This is an optimization exercise on Yosys and OpenROAD, whose aim is small area, a short achievable clock period and few clock cycles, not a production implementation.
At most, simulation tests tie the RTL to the original design; equivalence was not proved.

==> v33: inputs <==
## FFT16_stream
module FFT16_stream (
	input             i_clk,
	input             i_rst,
	input             i_valid,
	input      [15:0] i_re,
	input      [15:0] i_im,
	output            o_ready,
	output reg        o_valid,
	output reg [15:0] o_re,
	output reg [15:0] o_im
);
	reg  [2:0] ph;
	reg  [3:0] wcnt;
	reg        rdy_n;    
	wire       rdy = ~rdy_n;
	wire       acc = i_valid & rdy;
	wire [3:0] wcnt_p1 = wcnt + 4'd1;
	wire [2:0] ph_n = ph + 3'd1;
	assign o_ready = rdy;
	always @(posedge i_clk or posedge i_rst) begin
		if (i_rst) begin
			ph   <= 3'd0;
			wcnt <= 4'd0;
			rdy_n <= 1'b0;
		end else begin
			ph   <= ph_n;
			if (acc) wcnt <= wcnt_p1;
			rdy_n <= acc ? (ph_n != wcnt_p1[2:0]) : (ph_n != wcnt[2:0]);
		end
	end
	reg        x_v;
	reg [15:0] x_re, x_im;
	always @(posedge i_clk or posedge i_rst) begin
		if (i_rst) x_v <= 1'b0;
		else       x_v <= acc;
	end
	always @(posedge i_clk) begin
		x_re <= i_re;
		x_im <= i_im;
	end
	wire        s0_v, s0_nr;
	wire [15:0] s0_re, s0_im;
	sdf_stage #(.LD(3), .JOUT(1), .OREG(1)) st0 (.i_clk(i_clk), .i_rst(i_rst), .i_v(x_v), .i_re(x_re), .i_im(x_im),
		.i_nr(1'b0), .o_v(s0_v), .o_re(s0_re), .o_im(s0_im), .o_nr(s0_nr));
	wire        s1_v;
	wire [15:0] s1_re, s1_im;
	sdf_stage #(.LD(2), .JOUT(0), .OREG(1)) st1 (.i_clk(i_clk), .i_rst(i_rst), .i_v(s0_v), .i_re(s0_re), .i_im(s0_im),
		.i_nr(s0_nr), .o_v(s1_v), .o_re(s1_re), .o_im(s1_im), .o_nr());
	wire        t2_v, t2_nr;
	wire [15:0] t2_re, t2_im;
	tw2 u_tw2 (.i_clk(i_clk), .i_rst(i_rst), .i_v(s1_v), .i_re(s1_re), .i_im(s1_im),
		.o_v(t2_v), .o_re(t2_re), .o_im(t2_im), .o_nr(t2_nr));
	wire        s2_v;
	wire [15:0] s2_re, s2_im;
	wire        s2_vn;
	wire [15:0] s2_ren;
	sdf_stage #(.LD(1), .JOUT(0), .OREG(1)) st2 (.i_clk(i_clk), .i_rst(i_rst), .i_v(t2_v), .i_re(t2_re), .i_im(t2_im),
		.i_nr(t2_nr), .o_v(s2_v), .o_re(s2_re), .o_im(s2_im), .o_nr(), .o_vn(s2_vn), .o_ren(s2_ren));
	wire        t3_v, t3_nr;
	wire [15:0] t3_re, t3_im;
	tw3 u_tw3 (.i_clk(i_clk), .i_rst(i_rst), .i_v(s2_v), .i_re(s2_re), .i_im(s2_im),
		.i_vn(s2_vn), .i_ren(s2_ren),
		.o_v(t3_v), .o_re(t3_re), .o_im(t3_im), .o_nr(t3_nr));
	wire        s3_v;
	wire [15:0] s3_re, s3_im;
  ...
export LEC_CHECK = 0
export CAP_MARGIN = 20
export CORE_MARGIN = 2
export CORE_UTILIZATION = 70
export CTS_CLUSTER_DIAMETER = 80
export CTS_CLUSTER_SIZE = 25
export PLACE_DENSITY = 0.8
export SETUP_SLACK_MARGIN = 5
export SLEW_MARGIN = 20
create_clock -name core_clock -period 10.0 [get_ports {i_clk}]
standard.sh (not shown) runs the stock make flow with config.mk's settings and CLKGATE_MAP_FILE= SYNTH_SCRIPT=/design/flow/synth_recipe.tcl, a recipe that flattens the netlist after the stock synthesis.
==> flow/flow/run.sh <==
#!/bin/bash
# standard flow with a larger setup-slack margin for timing repair
sed 's/SETUP_SLACK_MARGIN=5 /SETUP_SLACK_MARGIN=6.7 /' standard.sh > standard_m.sh
bash standard_m.sh > flow.log 2>&1
==> v19 (differences from v33) <==
--- a/flow/design.v
+++ b/flow/design.v
@@ -1,6 +1,36 @@
+module addsk #(parameter W = 16, L = 4) (    
+	input  [W-1:0] a,
+	input  [W-1:0] b,
+	input          ci,
+	output [W-1:0] s
+);
+	wire [W-1:0] p = a ^ b;
+	wire [W-1:0] g = a & b;
+	wire [W-1:0] gg [0:L];
+	wire [W-1:0] pp [0:L];
+	assign gg[0] = {g[W-1:1], g[0] | (p[0] & ci)};
+	assign pp[0] = {p[W-1:1], 1'b0};
+	genvar l, i;
+	generate for (l = 1; l <= L; l = l + 1) begin : lv
+		for (i = 0; i < W; i = i + 1) begin : bt
+			if ((i % (1 << l)) >= (1 << (l - 1))) begin : cmb
+				localparam integer J = (i / (1 << l)) * (1 << l) + (1 << (l - 1)) - 1;
+				assign gg[l][i] = gg[l-1][i] | (pp[l-1][i] & gg[l-1][J]);
+				assign pp[l][i] = pp[l-1][i] & pp[l-1][J];
+			end else begin : pas
+				assign gg[l][i] = gg[l-1][i];
+				assign pp[l][i] = pp[l-1][i];
+			end
+		end
+	end endgenerate
+	assign s = p ^ {gg[L][W-2:0], ci};
+endmodule
+module add16 (input [15:0] a, input [15:0] b, input ci, output [15:0] s);
+	addsk #(.W(16), .L(4)) u (.a(a), .b(b), .ci(ci), .s(s));
+endmodule
 module FFT16_stream (
 	input             i_clk,
 	input             i_rst,
 	input             i_valid,
 	input      [15:0] i_re,
 	input      [15:0] i_im,
@@ -117,16 +147,17 @@
 	reg  [15:0] dl_im [0:D-1];
 	wire [15:0] x0_re = dl_re[D-1];
 	wire [15:0] x0_im = dl_im[D-1];
 	wire [15:0] t_re  = i_re & {16{comb}};
 	wire [15:0] t_im  = i_im & {16{comb}};
 	wire        t_nr  = i_nr & comb;
-	wire [15:0] u_re  = x0_re + t_re + {15'd0, t_nr};
-	wire [15:0] y1_re = x0_re + ~t_re + {15'd0, ~t_nr};
-	wire [15:0] u_im  = x0_im + t_im;
-	wire [15:0] y1_im = x0_im - t_im;
+	wire [15:0] u_re, y1_re, u_im, y1_im;
+	add16 a0 (.a(x0_re), .b(t_re),  .ci(t_nr),  .s(u_re));
+	add16 a1 (.a(x0_re), .b(~t_re), .ci(~t_nr), .s(y1_re));
+	add16 a2 (.a(x0_im), .b(t_im),  .ci(1'b0),  .s(u_im));
+	add16 a3 (.a(x0_im), .b(~t_im), .ci(1'b1),  .s(y1_im));
 	wire        load  = i_v & ~comb;
 	integer j;
 	always @(posedge i_clk) begin
 		dl_re[0] <= load ? i_re : y1_re;
 		dl_im[0] <= load ? i_im : y1_im;
 		for (j = 1; j < D; j = j + 1) begin
@@ -156,25 +187,17 @@
 endmodule
 module cmul_p (input [15:0] a, input b5, input id, output [23:0] p, output [17:0] a3);
 	wire [23:0] x  = {{8{a[15]}}, a};
 	wire [23:0] m1 = id ? 24'd0 : (b5 ? (x << 6) : (x << 4));
 	wire [23:0] m2 = (b5 & ~id) ? (x << 3) : 24'd0;
 	wire [7:0]  bias = {8{a[15] & ~id}};
-	assign p  = {a, bias} - m1 - m2;
-	assign a3 = {{2{a[15]}}, a} + {a[15], a, 1'b0};
-endmodule
-module cmul_q (input [23:0] p, input [17:0] a3, input id, output [15:0] q);
-	wire [23:0] t = id ? 24'd0 : {{6{a3[17]}}, a3};
-	wire [23:0] f = p - t;
-	assign q = f[23:8];
-endmodule
-module cmul_62 (input [15:0] a, input [17:0] a3, output [15:0] q);
-	wire [23:0] x  = {{8{a[15]}}, a};
-	wire [23:0] x3 = {{6{a3[17]}}, a3};
-	wire [23:0] f  = (x3 << 5) + (x << 1) + {16'd0, {8{a[15]}}};
-	assign q = f[23:8];
+	wire [23:0] r0 = {a, bias};
+	wire [23:0] cs = r0 ^ ~m1 ^ ~m2;
+	wire [23:0] cc = (r0 & ~m1) | (r0 & ~m2) | (~m1 & ~m2);
+	addsk #(.W(24), .L(5)) u_p (.a(cs), .b({cc[22:0], 1'b1}), .ci(1'b1), .s(p));
+	addsk #(.W(18), .L(5)) u_3 (.a({{2{a[15]}}, a}), .b({a[15], a, 1'b0}), .ci(1'b0), .s(a3));
 endmodule
 module tw2 (
 	input             i_clk,
 	input             i_rst,
 	input             i_v,
 	input      [15:0] i_re,
@@ -182,48 +205,58 @@
 	output reg        o_v,
 	output reg [15:0] o_re,
 	output reg [15:0] o_im,
 	output reg        o_nr
 );
 	reg [3:0] q;
-	reg       a_v;
+	reg       a_v, b_v;
 	always @(posedge i_clk or posedge i_rst) begin
 		if (i_rst) begin
 			q   <= 4'd0;
 			a_v <= 1'b0;
+			b_v <= 1'b0;
 			o_v <= 1'b0;
 		end else begin
 			if (i_v) q <= q + 4'd1;
 			a_v <= i_v;
-			o_v <= a_v;
+			b_v <= a_v;
+			o_v <= b_v;
 		end
 	end
 	wire [1:0]  k = q[1] ? {q[2], q[3]} : 2'd0;    
 	wire [23:0] rp, ip;
 	wire [17:0] r3, i3;
 	cmul_p u_rp (.a(i_re), .b5(1'b1), .id(1'b0), .p(rp), .a3(r3));
 	cmul_p u_ip (.a(i_im), .b5(1'b1), .id(1'b0), .p(ip), .a3(i3));
-	reg  [1:0]  a_k;
+	reg  [1:0]  a_k, b_k;
 	reg  [15:0] a_rp, a_ip, a_re, a_im;
 	reg  [9:0]  a_r3, a_i3;
 	reg         a_rb, a_ib;
 	always @(posedge i_clk) begin
 		a_k  <= k;
 		a_rp <= rp[23:8];  a_r3 <= r3[17:8];  a_rb <= (rp[7:0] < r3[7:0]);  a_re <= i_re;
 		a_ip <= ip[23:8];  a_i3 <= i3[17:8];  a_ib <= (ip[7:0] < i3[7:0]);  a_im <= i_im;
 	end
-	wire [15:0] rt = {{6{a_r3[9]}}, a_r3};
-	wire [15:0] it = {{6{a_i3[9]}}, a_i3};
-	wire [15:0] msum = a_rp + a_ip + ~rt + ~it + {15'd0, ~a_rb} + {15'd0, ~a_ib};
-	wire [15:0] mdif = a_rp + ~a_ip + ~rt + it + {15'd0, ~a_rb} + {15'd0, a_ib} + 16'd1;
+	wire [15:0] mr, mi;
+	add16 u_mr (.a(a_rp), .b(~{{6{a_r3[9]}}, a_r3}), .ci(~a_rb), .s(mr));
+	add16 u_mi (.a(a_ip), .b(~{{6{a_i3[9]}}, a_i3}), .ci(~a_ib), .s(mi));
+	reg  [15:0] b_re, b_im;
+	always @(posedge i_clk) begin
+		b_k  <= a_k;
+		b_re <= a_k[0] ? mr : a_re;
+		b_im <= a_k[0] ? mi : a_im;
+	end
+	wire [15:0] msum, mdif;
+	add16 u_ms (.a(b_re), .b(b_im),  .ci(1'b0), .s(msum));
+	add16 u_md (.a(b_re), .b(~b_im), .ci(1'b1), .s(mdif));
 	always @(posedge i_clk) begin
-		case (a_k)
+		case (b_k)
 			2'd1: begin o_re <= mdif;  o_im <= msum; o_nr <= 1'b0; end
-			2'd2: begin o_re <= ~a_im; o_im <= a_re; o_nr <= 1'b1; end
+			2'd2: begin o_re <= ~b_im; o_im <= b_re; o_nr <= 1'b1; end
 			2'd3: begin o_re <= ~msum; o_im <= mdif; o_nr <= 1'b1; end
-			default: begin o_re <= a_re; o_im <= a_im; o_nr <= 1'b0; end
+			default: begin o_re <= b_re; o_im <= b_im; o_nr <= 1'b0; end
 		endcase
 	end
 endmodule
 module tw3 (
 	input             i_clk,
 	input             i_rst,
@@ -261,13 +294,13 @@
 	wire       x1  = q[0];
 	wire       nt  = i_v & x1 & (k[1:0] != 2'd0);
 	reg  [15:0] e_op;
 	reg         e_b5;
 	always @(posedge i_clk) begin
 		e_op <= ntn ? i_ren : i_im;
-		e_b5 <= ntn ? (kn[1:0] == 2'd2) : e_b5;
+		e_b5 <= ntn ? (kn[1:0] == 2'd2) : (k[1:0] == 2'd2);
 	end
 	wire [23:0] ep;
 	wire [17:0] e3;
 	cmul_p u_p (.a(e_op), .b5(e_b5), .id(1'b0), .p(ep), .a3(e3));
 	wire [9:0]  l62 = {2'b0, e3[2:0], 5'd0} + {2'b0, e_op[6:0], 1'b0} + {2'b0, {8{e_op[15]}}};
 	reg  [15:0] f_p;
@@ -283,15 +316,20 @@
 		f_c <= l62[9:8];
 	end
 	wire [15:0] t_hi = {{6{f_3[14]}}, f_3[14:5]};      
 	wire [15:0] t_62 = {f_3[14], f_3};                  
 	wire [15:0] a_62 = {{7{f_a[8]}}, f_a};              
 	reg  [15:0] g_a, g_b;
+	wire [15:0] qa, qb;
+	wire [15:0] bs = t_62 ^ a_62 ^ {14'd0, f_c};
+	wire [15:0] bc = (t_62 & a_62) | (t_62 & {14'd0, f_c}) | (a_62 & {14'd0, f_c});
+	addsk #(.W(16), .L(4)) u_qb (.a(bs), .b({bc[14:0], 1'b0}), .ci(1'b0), .s(qb));
+	add16 u_qa (.a(f_p), .b(~t_hi), .ci(~f_b), .s(qa));
 	always @(posedge i_clk) begin
-		g_a <= f_p + ~t_hi + {15'd0, ~f_b};
-		g_b <= t_62 + a_62 + {14'd0, f_c};
+		g_a <= qa;
+		g_b <= qb;
 	end
 	reg  [15:0] p1_re, p1_im, p2_re, p2_im;
 	reg  [2:0]  a_k, b_k;
 	reg         a_nt, b_nt, a_x1, b_x1;
 	always @(posedge i_clk) begin
 		p1_re <= i_re;  p1_im <= i_im;
@@ -330,15 +368,18 @@
 		h_cr   <= (b_nt & (sw ? ys : xs)) ^ ng;
 		h_ci   <= b_nt & (sw ? xs : ys);
 		ng_d   <= ng;
 	end
 	wire [15:0] br = (h_selr ? g_a : g_b) & {16{~h_zr}};
 	wire [15:0] bi = (h_seli ? g_a : g_b) & {16{~h_zi}};
+	wire [15:0] sr, si;
+	add16 u_sr (.a(h_re), .b(br ^ {16{h_cr}}), .ci(h_cr), .s(sr));
+	add16 u_si (.a(h_im), .b(bi ^ {16{h_ci}}), .ci(h_ci), .s(si));
 	always @(posedge i_clk) begin
-		o_re <= h_re + (br ^ {16{h_cr}}) + {15'd0, h_cr};
-		o_im <= h_im + (bi ^ {16{h_ci}}) + {15'd0, h_ci};
+		o_re <= sr;
+		o_im <= si;
 		o_nr <= ng_d;
 	end
 endmodule
 module bit_exchange #(parameter BI = 0, BJ = 3) (
 	input             i_clk,
 	input             i_rst,
==> comparison <==
In v33 the clock skew is lower than in v19, by 2.3 ps.
Of v19 and v33, v33 has the higher worst hold slack (gap 6.2 ps).
First-iteration DRC count: v33 is higher than v19 (48%).
In v33 the die area is higher than in v19, by about 2.4%.
Routed wire length: v33 is larger than v19 (about 14%).
Between v19 and v33, the lower final cell count is in v19 (gap about 8%, measured against v33).
v33 passed the timing, DRC and antenna checks. v19 finished with timing, DRC and antenna clean.
Against v19, the area after synthesis of v33 is higher by about 2.4%.
Of v19 and v33, v33 has the higher design area (gap 4.3%, measured against v33).
Between v33 and v19, the lower register-to-register slack is in v33 (gap 550 ps).
Testbench counts of v19, summed over its fixed seeds: cycles 3,360.
Only the layout flow was run in v33; the RTL was not checked for function there.

[static timing again, ports no longer ideal]
How much do the figures lean on ideal ports? The routed layouts below were timed once more, with nothing changed but the port constraints. Step 1: set_driving_cell puts a clkbuf_16 on i_clk and a buf_2 on each other input, an assumption about the parent block. Step 2 times the ports against the registers' clock, not the clock port: input delays grow and output delays shrink by t, the midpoint of the rising clock arrivals with the driver on. Slacks: no drivers / after step 1 / after step 2; pairs: no drivers / after step 1.
| run | t, ns | setup slack, ns | hold WS [ns] | worst setup path after step 2 | clock arrival spread, ns |
|---|---|---|---|---|---|
| v33 | 0.716 | 6.168 / 6.168 / 6.168 | 0.324 / 0.324 / 0.324 | register to register | 0.034 / 0.033 |
| v19 | 0.708 | 6.713 / 6.642 / 6.361 | 0.318 / 0.318 / 0.318 | input to register | 0.032 / 0.032 |
After both steps every run listed still meets setup and hold. The setup slack of v19, which loses most, moves by -0.071 ns with the drivers and by -0.352 ns with both steps.
